What follows belongs to an exercise in optimizing a design on an open flow for small area; a production flow would make more cautious choices.
At most, simulation tests tie the RTL to the original design; equivalence was not proved.
The flow treats the clock pin as an ideal source, which a real chip does not have.
Power figures rest on the tool's default switching activity, not on a simulated workload.

## the previous run
## LCD_Keypad_Top
module LCD_Keypad_Top (clk, rst, data, rs, rw, e,
                       row, col, anode, seven_seg, PIN, key_flag);
make LEC_CHECK=0 ABC_AREA=1 CAP_MARGIN=20 CORE_MARGIN=2 CORE_UTILIZATION=40 CTS_BUF_LIST=sky130_fd_sc_hd__clkbuf_4 CTS_CLUSTER_DIAMETER=100 CTS_CLUSTER_SIZE=30 SLEW_MARGIN=20 finish   # period 10.0 ns
run.sh (not shown) runs the stock make flow with config.mk's settings and CLKGATE_MAP_FILE= SYNTH_SCRIPT=/design/flow/synth_recipe.tcl, a recipe that flattens the netlist after the stock synthesis.
The previous run | status: complete | timing, DRC, antenna: pass
## Diff of input files: the current run against the previous run
Settings: CTS_BUF_LIST removed (was sky130_fd_sc_hd__clkbuf_4); CTS_CLUSTER_DIAMETER removed (was 100); CTS_CLUSTER_SIZE removed (was 30).
### Flow results
- The previous run → the current run: net count after synthesis neither gained nor lost much; worst hold slack across all endpoints lost 0.0052 ns.
- Sequential cell fraction of total power is lower on the current run
- Multi-input gate share of total cell area for the current run is lower than for the previous run.
- Internal power (the current run vs. the previous run) increases by more than 10%
- [compare] base=the previous run new=the current run: post-layout instance area went up, setup slack went up.

* * *

Setup of oak:
LCD_Keypad_Top, a different RTL version from the one above (not shown whole).
Size: ~530 cells after synthesis, ~120 flip-flops, about 35 I/O pins.
clock: 10.0 ns
lec_check: 0
abc_area: 1
cap_margin: 20
core_margin: 2
core_utilization: 40
slew_margin: 20
standard.sh (not shown) runs the stock make flow with config.mk's settings and CLKGATE_MAP_FILE= SYNTH_SCRIPT=/design/flow/synth_recipe.tcl, a recipe that flattens the netlist after the stock synthesis.
==> flow/flow/run.sh <==
#!/bin/bash
# Own layout flow: the standard layout (standard.sh), with three changes:
#  - synthesis maps logic with an area-oriented ABC script (flow/area.abc) and
#    skips ORFS's half/full-adder extraction; everything before and after the
#    ABC call (fsm/share skipped, flip-flop mapping, flatten, renames) is the
#    standard synthesis script unchanged, so the registers are the same;
#  - ports are buffered with sky130_fd_sc_hd__buf_1;
#  - the clock tree is built by flow/manual_cts.tcl before CTS (four
#    clkbuf_16, each driving the flip-flops of one quarter of the placement),
#    and TritonCTS is told to leave the clock net alone.
# Each tool's full output goes to the ORFS logs; make's output to flow_make.log.
set -euo pipefail
W=$PWD
F=$W/flow
# the standard synthesis script, with ORFS's synth.tcl replaced by a copy
# that takes its ABC script from MY_ABC_SCRIPT
sed "s#^source \$::env(SCRIPTS_DIR)/synth.tcl\$#source $W/my_synth.tcl#" synth_recipe.tcl > my_synth_recipe.tcl
grep -q "my_synth.tcl" my_synth_recipe.tcl
awk '{print} /^source \$::env\(SCRIPTS_DIR\)\/synth_preamble.tcl$/ {print "if { [env_var_exists_and_non_empty MY_ABC_SCRIPT] } { lset abc_args 1 $::env(MY_ABC_SCRIPT) }"}' \
    "$FLOW_HOME/scripts/synth.tcl" > my_synth.tcl
grep -q "MY_ABC_SCRIPT" my_synth.tcl
CTS="-sink_clustering_enable -repair_clock_nets -dont_use_dummy_load -buf_list {$(cat $F/cts_bufs.txt)} $(cat $F/cts_args.txt)"
bash standard.sh \
    SYNTH_SCRIPT=$W/my_synth_recipe.tcl MY_ABC_SCRIPT=$F/area.abc ADDER_MAP_FILE= \
    "BUFFER_PORTS_ARGS=-buffer_cell sky130_fd_sc_hd__buf_1" \
    "CTS_ARGS=$CTS" PRE_CTS_TCL=$F/manual_cts.tcl \
    finish > $W/flow_make.log 2>&1
test -s out/final.def
==> flow/flow/area.abc <==
strash
ifraig
dc2
dch -f
amap
strash
dch -f
amap
topo
==> flow/flow/cts_bufs.txt <==
sky130_fd_sc_hd__clkbuf_2 sky130_fd_sc_hd__clkbuf_4
==> flow/flow/manual_cts.tcl <==
# Manual clock tree: the flip-flops are split into NCLK groups by placement
# (halves by x, then halves by y), each driven by one clock buffer placed at
# its group's centre; the clock port drives only those buffers.
proc manual_clock_tree { bufmaster nx ny } {
  set db [ord::get_db]
  set block [ord::get_db_block]
  set clknet [$block findNet clk]
  set master [$db findMaster $bufmaster]
  set pts {}
  foreach it [$clknet getITerms] {
    set inst [$it getInst]
    set loc [$inst getLocation]
    lappend pts [list $it [lindex $loc 0] [lindex $loc 1]]
  }
  set groups {}
  set byx [lsort -integer -index 1 $pts]
  set n [llength $byx]
  for {set i 0} {$i < $nx} {incr i} {
    set part [lrange $byx [expr {$i * $n / $nx}] [expr {($i + 1) * $n / $nx - 1}]]
    set byy [lsort -integer -index 2 $part]
    set m [llength $byy]
    for {set j 0} {$j < $ny} {incr j} {
      lappend groups [lrange $byy [expr {$j * $m / $ny}] [expr {($j + 1) * $m / $ny - 1}]]
    }
  }
  set k 0
  foreach g $groups {
    set sx 0; set sy 0
    foreach p $g { set sx [expr {$sx + [lindex $p 1]}]; set sy [expr {$sy + [lindex $p 2]}] }
    set cx [expr {$sx / [llength $g]}]; set cy [expr {$sy / [llength $g]}]
    set buf [odb::dbInst_create $block $master clkbuf_manual_$k]
    set net [odb::dbNet_create $block clknet_manual_$k]
    $net setSigType CLOCK
    [$buf findITerm A] connect $clknet
    [$buf findITerm X] connect $net
    foreach p $g { set it [lindex $p 0]; $it disconnect; $it connect $net }
    $buf setLocation $cx $cy
    $buf setPlacementStatus PLACED
    incr k
  }
  puts "manual clock tree: $k buffers of $bufmaster"
}
manual_clock_tree sky130_fd_sc_hd__clkbuf_16 2 2
set_cts_config -skip_nets clk
Other scripts of this flow, unchanged in this note and not shown: flow/flow/cts_args.txt
oak: PASS, flow complete, no timing, DRC or antenna violations
Inputs modified between oak and pine:
==> flow/flow/area.abc <==
strash
ifraig
dc2
dch -f
amap
strash
dch -f
amap
strash
dch -f
amap
topo
==> flow/flow/cts_bufs.txt <==
sky130_fd_sc_hd__clkbuf_4
Across oak and pine, the outcome is the same: a clean finish for every run. Compared oak against pine; sequential share of layout area within noise. From oak to pine the numbers moved as follows: final area neither gained nor lost much; post-synthesis sequential area ratio picked up an extra 0.22 points.
What birch does differently from pine at the input level:
==> flow/flow/area.abc <==
strash
ifraig
dc2
&get -n
&deepsyn -T 120 -I 8
&put
dch -f
amap
strash
dch -f
amap
topo
## What came out
Sort birch and pine by area after synthesis, descending, and pine comes first.
Standard cell with the maximum stage delay on the critical path = sky130_fd_sc_hd__edfxtp_1: birch; standard cell with the maximum stage delay on the critical path = sky130_fd_sc_hd__nor3_1: pine
Critical path launch point = row[0]: pine; critical path launch point = ki[2]: birch
Per the comparison of birch with pine, reported leakage power +0.000016 uW; complex-gate fraction of the synthesized area -1.5 points; multi-input combinational cell count -17; global-route track usage on met1 -0.21 points; sequential-to-total area share from yosys stat +1.1 points.
Between birch and pine, final area is lower for birch, pine comes in above that.
Of the two values seen for end point of the critical path, ki[3] was produced by pine and seven_seg[0] by birch.
Relative to birch, the following input files were edited for maple:
==> flow/flow/area.abc <==
strash
ifraig
dc2
&get -n
&deepsyn -T 120 -I 4
&put
dch -f
amap
strash
dch -f
amap
topo
==> comparison <==
- Summary of maple over birch: total global routing track utilization held, clock skew held, first-iteration DRC count held.
- Delta (maple minus birch): number of port buffers roughly the same; distinct cell type count after synthesis roughly the same; wire length roughly the same.
- Re total power draw: no difference whatsoever between birch and maple.
- Between birch and maple, the via count does not differ in any meaningful way.
- For total power divided by cell area, birch and maple come out practically identical.
Inputs modified between maple and cedar:
diff --git a/flow/flow/run.sh b/flow/flow/run.sh
--- a/flow/flow/run.sh
+++ b/flow/flow/run.sh
@@ -7,5 +7,3 @@
 #  - ports are buffered with sky130_fd_sc_hd__buf_1;
-#  - the clock tree is built by flow/manual_cts.tcl before CTS (four
-#    clkbuf_16, each driving the flip-flops of one quarter of the placement),
-#    and TritonCTS is told to leave the clock net alone.
+#  - CTS uses small clock buffers and no dummy loads.
 # Each tool's full output goes to the ORFS logs; make's output to flow_make.log.
@@ -25,3 +23,3 @@
     "BUFFER_PORTS_ARGS=-buffer_cell sky130_fd_sc_hd__buf_1" \
-    "CTS_ARGS=$CTS" PRE_CTS_TCL=$F/manual_cts.tcl \
+    "CTS_ARGS=$CTS" \
     finish > $W/flow_make.log 2>&1
==> flow/flow/area.abc <==
strash
ifraig
dc2
dch -f
amap
strash
dch -f
amap
topo
removed: flow/flow/manual_cts.tcl
==> run notes <==
Fraction of area in registers: cedar vs maple down 1.5 points
Going from maple to cedar, met1 demand-to-capacity share in global routing ~0 delta; cell area after placement +2.4%; via count +6.1%.
cedar -> maple: hold slack flat
Sort cedar and maple by routed wire length, ascending, and maple comes first.

* * *

Another version of the RTL of LCD_Keypad_Top (not shown whole).
Size: roughly 120 flip-flops, roughly 35 I/O pins, ~4700 µm² of cells after synthesis.
==> flow/config.mk <==
export PLATFORM = sky130hd
export DESIGN_NAME = LCD_Keypad_Top
export DESIGN_NICKNAME = LCD_Keypad_Top
export VERILOG_FILES = /design/flow/design.v
export SDC_FILE = /design/flow/constraint.sdc
export NUM_CORES = 4
export LEC_CHECK = 0
export ABC_AREA = 1
export CAP_MARGIN = 20
export CORE_MARGIN = 2
export CORE_UTILIZATION = 40
export SLEW_MARGIN = 20
==> flow/constraint.sdc <==
create_clock -name core_clock -period 10.0 [get_ports {clk}]
set_input_delay 2.0000 -clock core_clock [delete_from_list [all_inputs] [get_ports {clk}]]
set_output_delay 2.0000 -clock core_clock [all_outputs]
set_load 0.01 [all_outputs]
==> flow/flow/run.sh <==
#!/bin/bash
# Own layout flow: the standard layout (standard.sh), with three changes:
#  - synthesis maps logic with an area-oriented ABC script (flow/area.abc) and
#    skips ORFS's half/full-adder extraction; everything before and after the
#    ABC call (fsm/share skipped, flip-flop mapping, flatten, renames) is the
#    standard synthesis script unchanged, so the registers are the same;
#  - ports are buffered with sky130_fd_sc_hd__buf_1;
#  - CTS uses small clock buffers and no dummy loads.
# Each tool's full output goes to the ORFS logs; make's output to flow_make.log.
set -euo pipefail
W=$PWD
F=$W/flow
# the standard synthesis script, with ORFS's synth.tcl replaced by a copy
# that takes its ABC script from MY_ABC_SCRIPT
sed "s#^source \$::env(SCRIPTS_DIR)/synth.tcl\$#source $W/my_synth.tcl#" synth_recipe.tcl > my_synth_recipe.tcl
grep -q "my_synth.tcl" my_synth_recipe.tcl
awk '{print} /^source \$::env\(SCRIPTS_DIR\)\/synth_preamble.tcl$/ {print "if { [env_var_exists_and_non_empty MY_ABC_SCRIPT] } { lset abc_args 1 $::env(MY_ABC_SCRIPT) }"}' \
    "$FLOW_HOME/scripts/synth.tcl" > my_synth.tcl
grep -q "MY_ABC_SCRIPT" my_synth.tcl
CTS="-sink_clustering_enable -repair_clock_nets -dont_use_dummy_load -buf_list {$(cat $F/cts_bufs.txt)} $(cat $F/cts_args.txt)"
bash standard.sh \
    SYNTH_SCRIPT=$W/my_synth_recipe.tcl MY_ABC_SCRIPT=$F/area.abc ADDER_MAP_FILE= \
    "BUFFER_PORTS_ARGS=-buffer_cell sky130_fd_sc_hd__buf_1" \
    "CTS_ARGS=$CTS" \
    finish > $W/flow_make.log 2>&1
test -s out/final.def
==> flow/flow/area.abc <==
strash
ifraig
dc2
dch -f
amap
topo
==> flow/flow/cts_args.txt <==
-sink_clustering_size 30 -sink_clustering_max_diameter 100
==> flow/flow/cts_bufs.txt <==
sky130_fd_sc_hd__clkbuf_2 sky130_fd_sc_hd__clkbuf_4
Edit:
--- a/flow/flow/run.sh
+++ b/flow/flow/run.sh
@@ -19,3 +19,3 @@
 grep -q "MY_ABC_SCRIPT" my_synth.tcl
-CTS="-sink_clustering_enable -repair_clock_nets -dont_use_dummy_load -buf_list {$(cat $F/cts_bufs.txt)} $(cat $F/cts_args.txt)"
+CTS="-sink_clustering_enable -repair_clock_nets -dont_use_dummy_load -buf_list $(cat $F/cts_bufs.txt) $(cat $F/cts_args.txt)"
 bash standard.sh \
The new run died in clock tree synthesis.
Synthesized cell count stays the same.
Synthesized area stays the same.

* * *

== v41 ==
The RTL this note starts from:
==> flow/design.v <==
`timescale 1ns / 1ps
module LCD_Keypad_Top (clk, rst, data, rs, rw, e,
                       row, col, anode, seven_seg, PIN, key_flag);
input wire clk, rst;
input [3:0] row;
output [3:0] col;
output wire [7:0] data;
output wire [3:0] anode;
output wire [6:0] seven_seg;
output wire [1:0] PIN;
output wire rs, rw, e;
output wire key_flag;
localparam [111:0] SEG_TAB = 112'b1000010_0110000_0111000_0000001_0110001_0001100_0000000_0001111_1100000_0100000_0100100_1001100_0001000_0000110_0010010_1001111;    
localparam [127:0] ASCII_TAB = 128'h44454630433938374236353441333231;  
localparam [127:0] START_MSG = 128'hxx4e4950206769642034207265746e45;
localparam [127:0] MATCH_MSG = 128'h64656b636f6c6e5520736920726f6f44;
localparam [127:0] INVAL_MSG = 128'h20202020204e49502064696c61766e49;
reg [3:0] rsh;
always @(posedge clk) rsh <= {rsh[2:0], rst};
wire reset = &rsh;
localparam KS_INIT = 2'd0, KS_WAIT = 2'd1, KS_READ = 2'd2, KS_SHIFT = 2'd3;
reg [1:0] ks;
reg [9:0] kc;
reg [1:0] ct;            
reg kv;                  
reg [3:0] ki;            
wire k_wait = (ks == KS_WAIT);
wire k_read = (ks == KS_READ);
wire k_flag = (k_wait & (kc[0] & ~kc[2] & ~kc[3] & kc[4] & kc[8] & ~kc[9])) | (k_read & (~kc[0] & ~kc[1] & ~kc[2] & kc[3] & ~kc[4] & kc[5] & ~kc[7] & kc[8] & kc[9]));
wire [3:0] kbase = (row == 4'b1110) ? 4'd12 :
                   (row == 4'b1101) ? 4'd8 :
                   (row == 4'b1011) ? 4'd4 :
                   (row == 4'b0111) ? 4'd0 : row;
always @(posedge clk) begin
    if (reset | k_flag | ~(k_wait | k_read))
        kc <= 10'd0;
    else
        kc <= {kc[8:0], ~(kc[9] ^ kc[6])};
end
always @(posedge clk) begin
    if (reset) begin
        ks <= KS_INIT;
        kv <= 1'b0;
    end else begin
        case (ks)
            KS_INIT: begin
                ct <= 2'd0;
                ks <= KS_WAIT;
            end
            KS_WAIT: if (k_flag) ks <= KS_READ;
            KS_READ: begin
                kv <= (row != 4'b1111);
                ki <= kbase + {2'b00, ct};
                if (k_flag) ks <= KS_SHIFT;
            end
            KS_SHIFT: begin
                ct <= ct + 2'd1;
                ks <= KS_WAIT;
            end
        endcase
    end
end
assign col = ~(4'b1000 >> ct);
assign seven_seg = kv ? SEG_TAB[7*ki +: 7] : 7'b1100010;
reg [4:0] kb0, kb1;
reg kflag;
always @(posedge clk) begin
    kb0 <= {kv, ki};
    kb1 <= kb0;
    kflag <= ~reset & kb1[4];
end
assign key_flag = kflag;
reg [8:0] dc;
reg co;
reg [1:0] sel;
wire dv_t = (dc[0] & dc[1] & ~dc[2] & ~dc[3] & ~dc[4] & ~dc[5] & dc[6] & ~dc[7] & ~dc[8]);
always @(posedge clk) begin
    if (reset | dv_t)
        dc <= 9'd0;
    else
        dc <= {dc[7:0], ~(dc[8] ^ dc[4])};
    if (reset) begin
        co <= 1'b0;
        sel <= 2'd0;
    end else if (dv_t) begin
        co <= ~co;
        if (~co) sel <= sel + 2'd1;
    end
end
assign anode = ~(4'b1000 >> sel);
reg [7:0] ldata;
reg le, lf, lx;
reg [14:0] lc;
reg start_out;
wire lD = ~le & ~lf & ~lx;
wire lrs = ~ldata[7] & (ldata[6] | ldata[5]);
wire lflag = lD & (lrs ? (lc[0] & lc[1] & ~lc[2] & ~lc[3] & lc[4] & ~lc[5] & ~lc[6] & lc[7] & lc[8] & ~lc[9] & lc[10] & lc[11] & ~lc[13] & lc[14]) :
                   ldata[2] ? (lc[9] & ~lc[10] & ~lc[11] & lc[12]) :
                   (ldata[1] | ldata[0]) ? (~lc[1] & ~lc[3] & lc[4] & ~lc[10] & lc[11] & ~lc[12] & lc[13] & lc[14]) : 1'b1);
wire cap = lf & start_out;
reg [7:0] dw;
always @(posedge clk) begin
    if (~lD | lflag)
        lc <= 15'd0;
    else
        lc <= {lc[13:0], ~(lc[14] ^ lc[13])};
    if (reset) begin
        ldata <= 8'd0;
        le <= 1'b1;
        lf <= 1'b1;
        lx <= 1'b0;
    end else begin
        if (cap) ldata <= dw;
        le <= le ^ lx;
        lf <= (lf & ~cap) | (~le & lx);
        lx <= ~lx & (le ? ~lf : lflag);
    end
end
assign data = ldata;
assign rs = lrs;
assign e = le;
assign rw = 1'b0;
localparam S_INIT = 4'd0, S_ENTER = 4'd1, S_SHIFT = 4'd2, S_LOAD = 4'd3, S_KEY = 4'd4,
           S_IDLE = 4'd5, S_HOME = 4'd6, S_MATCH = 4'd7, S_INVAL = 4'd8, S_DONE = 4'd9;
reg [3:0] st;
reg [3:0] cnt;
reg ready;
reg [1:0] bst;           
reg [18:0] bc;
reg [1:0] pin_idx;
reg pin_f, pin_ok;
wire kf = kflag;
wire [4:0] kin = kb1;
wire pin_flag = (pin_idx == 2'd0);
wire s_load = (st == S_LOAD);
wire idle_flag = ((st == S_IDLE) & ~pin_flag) | s_load;
wire complete = (st == S_DONE) & ~reset;
wire count_flag = ((st == S_INIT)  & cnt[2] & cnt[1]) |
                  ((st == S_ENTER) & (&cnt[3:0])) |
                  ((st == S_SHIFT) & cnt[0]) |
                  ((st == S_HOME)  & cnt[1]) |
                  ((st == S_MATCH) & cap & (&cnt)) |
                  ((st == S_INVAL) & cap & (&cnt)) |
                  ((st == S_KEY)   & cnt[0]);
wire wait_flag = bst[0];
wire read = ready & kf;
wire bc_t = (bc[0] & ~bc[1] & ~bc[2] & ~bc[3] & bc[4] & bc[5] & bc[6] & ~bc[7] & bc[8] & ~bc[9] & ~bc[10] & bc[11] & ~bc[12] & bc[13] & ~bc[14] & ~bc[15] & bc[16] & bc[17] & ~bc[18]);
wire pin_hit = kin[4] & (kin[3:0] == (~pin_f ? 4'd3 :
                                      ~pin_idx[1] ? 4'd13 :   
                                      pin_idx[0] ? 4'd4 :    
                                                   4'd10));   
wire check_PIN = pin_flag & pin_ok;
reg [7:0] dw_n;
always @(*) begin
    case (st)
        S_INIT:
            case (cnt[2:0])
                3'd3: dw_n = 8'h01;
                3'd4: dw_n = 8'h02;
                3'd5: dw_n = 8'h06;
                default: dw_n = 8'hxx;
            endcase
        S_ENTER: dw_n = START_MSG[8*cnt +: 8];
        S_SHIFT: dw_n = 8'hC6;
        S_LOAD:  dw_n = kin[4] ? ASCII_TAB[8*kin[3:0] +: 8] : 8'h3F;
        S_KEY:   dw_n = dw;
        S_HOME:  dw_n = 8'h02;
        S_MATCH: dw_n = MATCH_MSG[8*cnt +: 8];
        S_INVAL: dw_n = INVAL_MSG[8*cnt +: 8];
        S_IDLE, S_DONE: dw_n = 8'h00;
        default: dw_n = 8'hxx;
    endcase
end
always @(posedge clk) begin
    start_out <= lf & ~idle_flag & ~complete;
    ready <= ~((kf | wait_flag) & s_load);
    dw <= dw_n;
    if (reset)
        cnt <= 4'd3;
    else if (count_flag | idle_flag)
        cnt <= 4'd0;
    else if (cap)
        cnt <= cnt + 4'd1;
    if (reset)
        bst <= 2'b00;
    else begin
        case (bst)
            2'b00: if (read) bst <= 2'b01;
            2'b01: if (bc_t) bst <= 2'b11;
            default: bst <= kf ? 2'b01 : 2'b00;
        endcase
    end
    if (bst == 2'b01)
        bc <= {bc[17:0], ~(bc[18] ^ bc[5])};
    else
        bc <= 19'd0;
    if (reset) begin
        pin_f <= 1'b0;
        pin_idx <= 2'd3;
    end else if (read & s_load) begin
        pin_f <= 1'b1;
        if (pin_f) pin_idx <= {pin_idx[1] & pin_idx[0], ~pin_idx[0]};
        pin_ok <= (pin_ok | ~pin_f) & pin_hit;
    end
    if (reset)
        st <= S_INIT;
    else begin
        case (st)
            S_INIT:  if (count_flag) st <= S_ENTER;
            S_ENTER: if (count_flag) st <= S_SHIFT;
            S_SHIFT: if (count_flag) st <= S_LOAD;
            S_LOAD:  if (read) st <= S_KEY;
            S_KEY:   if (count_flag) st <= S_IDLE;
            S_IDLE:  if (pin_flag) st <= S_HOME;
                     else if (ready) st <= S_LOAD;
            S_HOME:  if (count_flag) st <= check_PIN ? S_MATCH : S_INVAL;
            S_MATCH: if (count_flag) st <= S_DONE;
            S_INVAL: if (count_flag) st <= S_DONE;
            S_DONE:  st <= S_DONE;
            default: st <= 4'bxxxx;
        endcase
    end
end
assign PIN = pin_idx;
endmodule
clock: 10.0 ns
lec_check: 0
abc_area: 1
cap_margin: 20
core_margin: 2
core_utilization: 40
slew_margin: 20
==> flow/flow/run.sh <==
#!/bin/bash
# Own layout flow: the standard layout (standard.sh), with three changes:
#  - synthesis maps logic with an area-oriented ABC script (flow/area.abc) and
#    skips ORFS's half/full-adder extraction; everything before and after the
#    ABC call (fsm/share skipped, flip-flop mapping, flatten, renames) is the
#    standard synthesis script unchanged, so the registers are the same;
#  - ports are buffered with sky130_fd_sc_hd__buf_1;
#  - CTS uses small clock buffers and no dummy loads.
# Each tool's full output goes to the ORFS logs; make's output to flow_make.log.
set -euo pipefail
W=$PWD
F=$W/flow
# the standard synthesis script, with ORFS's synth.tcl replaced by a copy
# that takes its ABC script from MY_ABC_SCRIPT
sed "s#^source \$::env(SCRIPTS_DIR)/synth.tcl\$#source $W/my_synth.tcl#" synth_recipe.tcl > my_synth_recipe.tcl
grep -q "my_synth.tcl" my_synth_recipe.tcl
awk '{print} /^source \$::env\(SCRIPTS_DIR\)\/synth_preamble.tcl$/ {print "if { [env_var_exists_and_non_empty MY_ABC_SCRIPT] } { lset abc_args 1 $::env(MY_ABC_SCRIPT) }"}' \
    "$FLOW_HOME/scripts/synth.tcl" > my_synth.tcl
grep -q "MY_ABC_SCRIPT" my_synth.tcl
CTS="-sink_clustering_enable -repair_clock_nets -dont_use_dummy_load -buf_list {$(cat $F/cts_bufs.txt)} $(cat $F/cts_args.txt)"
bash standard.sh \
    SYNTH_SCRIPT=$W/my_synth_recipe.tcl MY_ABC_SCRIPT=$F/area.abc ADDER_MAP_FILE= \
    "BUFFER_PORTS_ARGS=-buffer_cell sky130_fd_sc_hd__buf_1" \
    "CTS_ARGS=$CTS" \
    finish > $W/flow_make.log 2>&1
test -s out/final.def
==> flow/flow/area.abc <==
strash
ifraig
dc2
dch -f
amap
strash
dch -f
amap
topo
==> flow/flow/cts_args.txt <==
-sink_clustering_size 40 -sink_clustering_max_diameter 150
==> flow/flow/cts_bufs.txt <==
sky130_fd_sc_hd__clkbuf_8
#### Input delta (v4 over v41)
# v41
export LEC_CHECK = 0
export ABC_AREA = 1
export CAP_MARGIN = 20
export CORE_MARGIN = 2
export CORE_UTILIZATION = 40
export SLEW_MARGIN = 20
create_clock -name core_clock -period 10.0 [get_ports {clk}]
# v4
export LEC_CHECK = 0
export ABC_AREA = 1
export CAP_MARGIN = 20
export CORE_MARGIN = 2
export CORE_UTILIZATION = 65
export PLACE_DENSITY = 0.8
export SLEW_MARGIN = 20
create_clock -name core_clock -period 10.0 [get_ports {clk}]
==> flow/flow/cts_args.txt <==
-sink_clustering_size 30 -sink_clustering_max_diameter 100
==> flow/flow/cts_bufs.txt <==
sky130_fd_sc_hd__clkbuf_4
Results
The internal power of v4 was superior to that of v41. Minimum period implied by the final worst setup slack ended up 0.074 ns higher on v4 than on v41. v41 has lower vias per cell than v4. v41 → v4: sequential share of layout area now larger, total power shrank by 5.6%.
Input changes introduced in v49 (baseline for comparison: v4):
# v4
export LEC_CHECK = 0
export ABC_AREA = 1
export CAP_MARGIN = 20
export CORE_MARGIN = 2
export CORE_UTILIZATION = 65
export PLACE_DENSITY = 0.8
export SLEW_MARGIN = 20
create_clock -name core_clock -period 10.0 [get_ports {clk}]
# v49
export LEC_CHECK = 0
export ABC_AREA = 1
export CAP_MARGIN = 20
export CORE_MARGIN = 2
export CORE_UTILIZATION = 40
export SLEW_MARGIN = 20
create_clock -name core_clock -period 10.0 [get_ports {clk}]
==> flow/flow/cts_args.txt <==
-sink_clustering_size 100 -sink_clustering_max_diameter 500
==> flow/flow/cts_bufs.txt <==
sky130_fd_sc_hd__clkbuf_16
--- outcome ---
On final layout net count, v49 and v4 are basically level.
Relative to v4, the maximum vdd drop of v49 is higher by 26%.
The final routed wire length divided by cell count of v49 falls short of that of v4 by 7.4%.
The run showing the smaller count of filler cells inserted in the layout is v4.
On sequential share of layout area: between v49 and v4, it ends up higher for v4.
The part of the total power dissipated in the clock network of v49 exceeds that of v4 by 13 points.
| ratio of final minimum period to clock period | v49 vs v4 | 0.70 points lower |
Compared with v4, v49 shows a higher number of standard cells in the final layout excluding fillers.
Between v4 and v49, net switching fraction of the power decreased.
Taking v4 as the reference, in v49 wire length decreased about 1.3%; final critical path time including I/O delays and setup down 0.070 ns.
No functional check of the RTL was part of any run of this note.

separate check: timing with driven ports:
No port has a modelled driver above. Below, the same layouts with a new extraction and two added sets of constraints.
Step 1 assumes that a clkbuf_16 drives the clock port and a buf_2 every other input.
Step 2 adds t to the input delays and takes it off the output delays; t is the mean of the earliest and latest rising clock arrival at the registers after step 1. Input paths then give back, and output paths get back, about the clock's delay inside the block.
Three values: no drivers, after step 1, after step 2; two values: the first two.
run | shift t [ns] | slack for setup (ns) | worst setup path at the end | worst data-port slew with drivers (ns)
the previous run | 0.553 | 5.640 / 5.601 / 6.142 | input to register | 0.03
the current run | 0.448 | 5.766 / 5.725 / 6.131 | input to register | 0.03
oak | 0.239 | 6.239 / 6.292 / 6.053 | input to register | 0.03
pine | 0.244 | 6.172 / 6.233 / 5.989 | input to register | 0.03
birch | 0.242 | 6.310 / 6.231 / 6.473 | register to output | 0.03
maple | 0.242 | 6.310 / 6.231 / 6.473 | register to output | 0.03
cedar | 0.489 | 6.155 / 6.122 / 6.060 | input to register | 0.03
the first run of note 3 | 0.506 | 6.153 / 6.121 / 6.168 | input to register | 0.03
v41 | 0.434 | 6.253 / 6.223 / 6.304 | input to register | 0.03
v4 | 0.493 | 6.179 / 6.148 / 6.286 | input to register | 0.03
v49 | 0.428 | 6.249 / 6.214 / 6.288 | input to register | 0.03
After both steps setup and hold are still met in every run listed. For oak, which loses most, drivers alone change the setup slack by +0.053 ns; drivers and shift together by -0.186 ns.
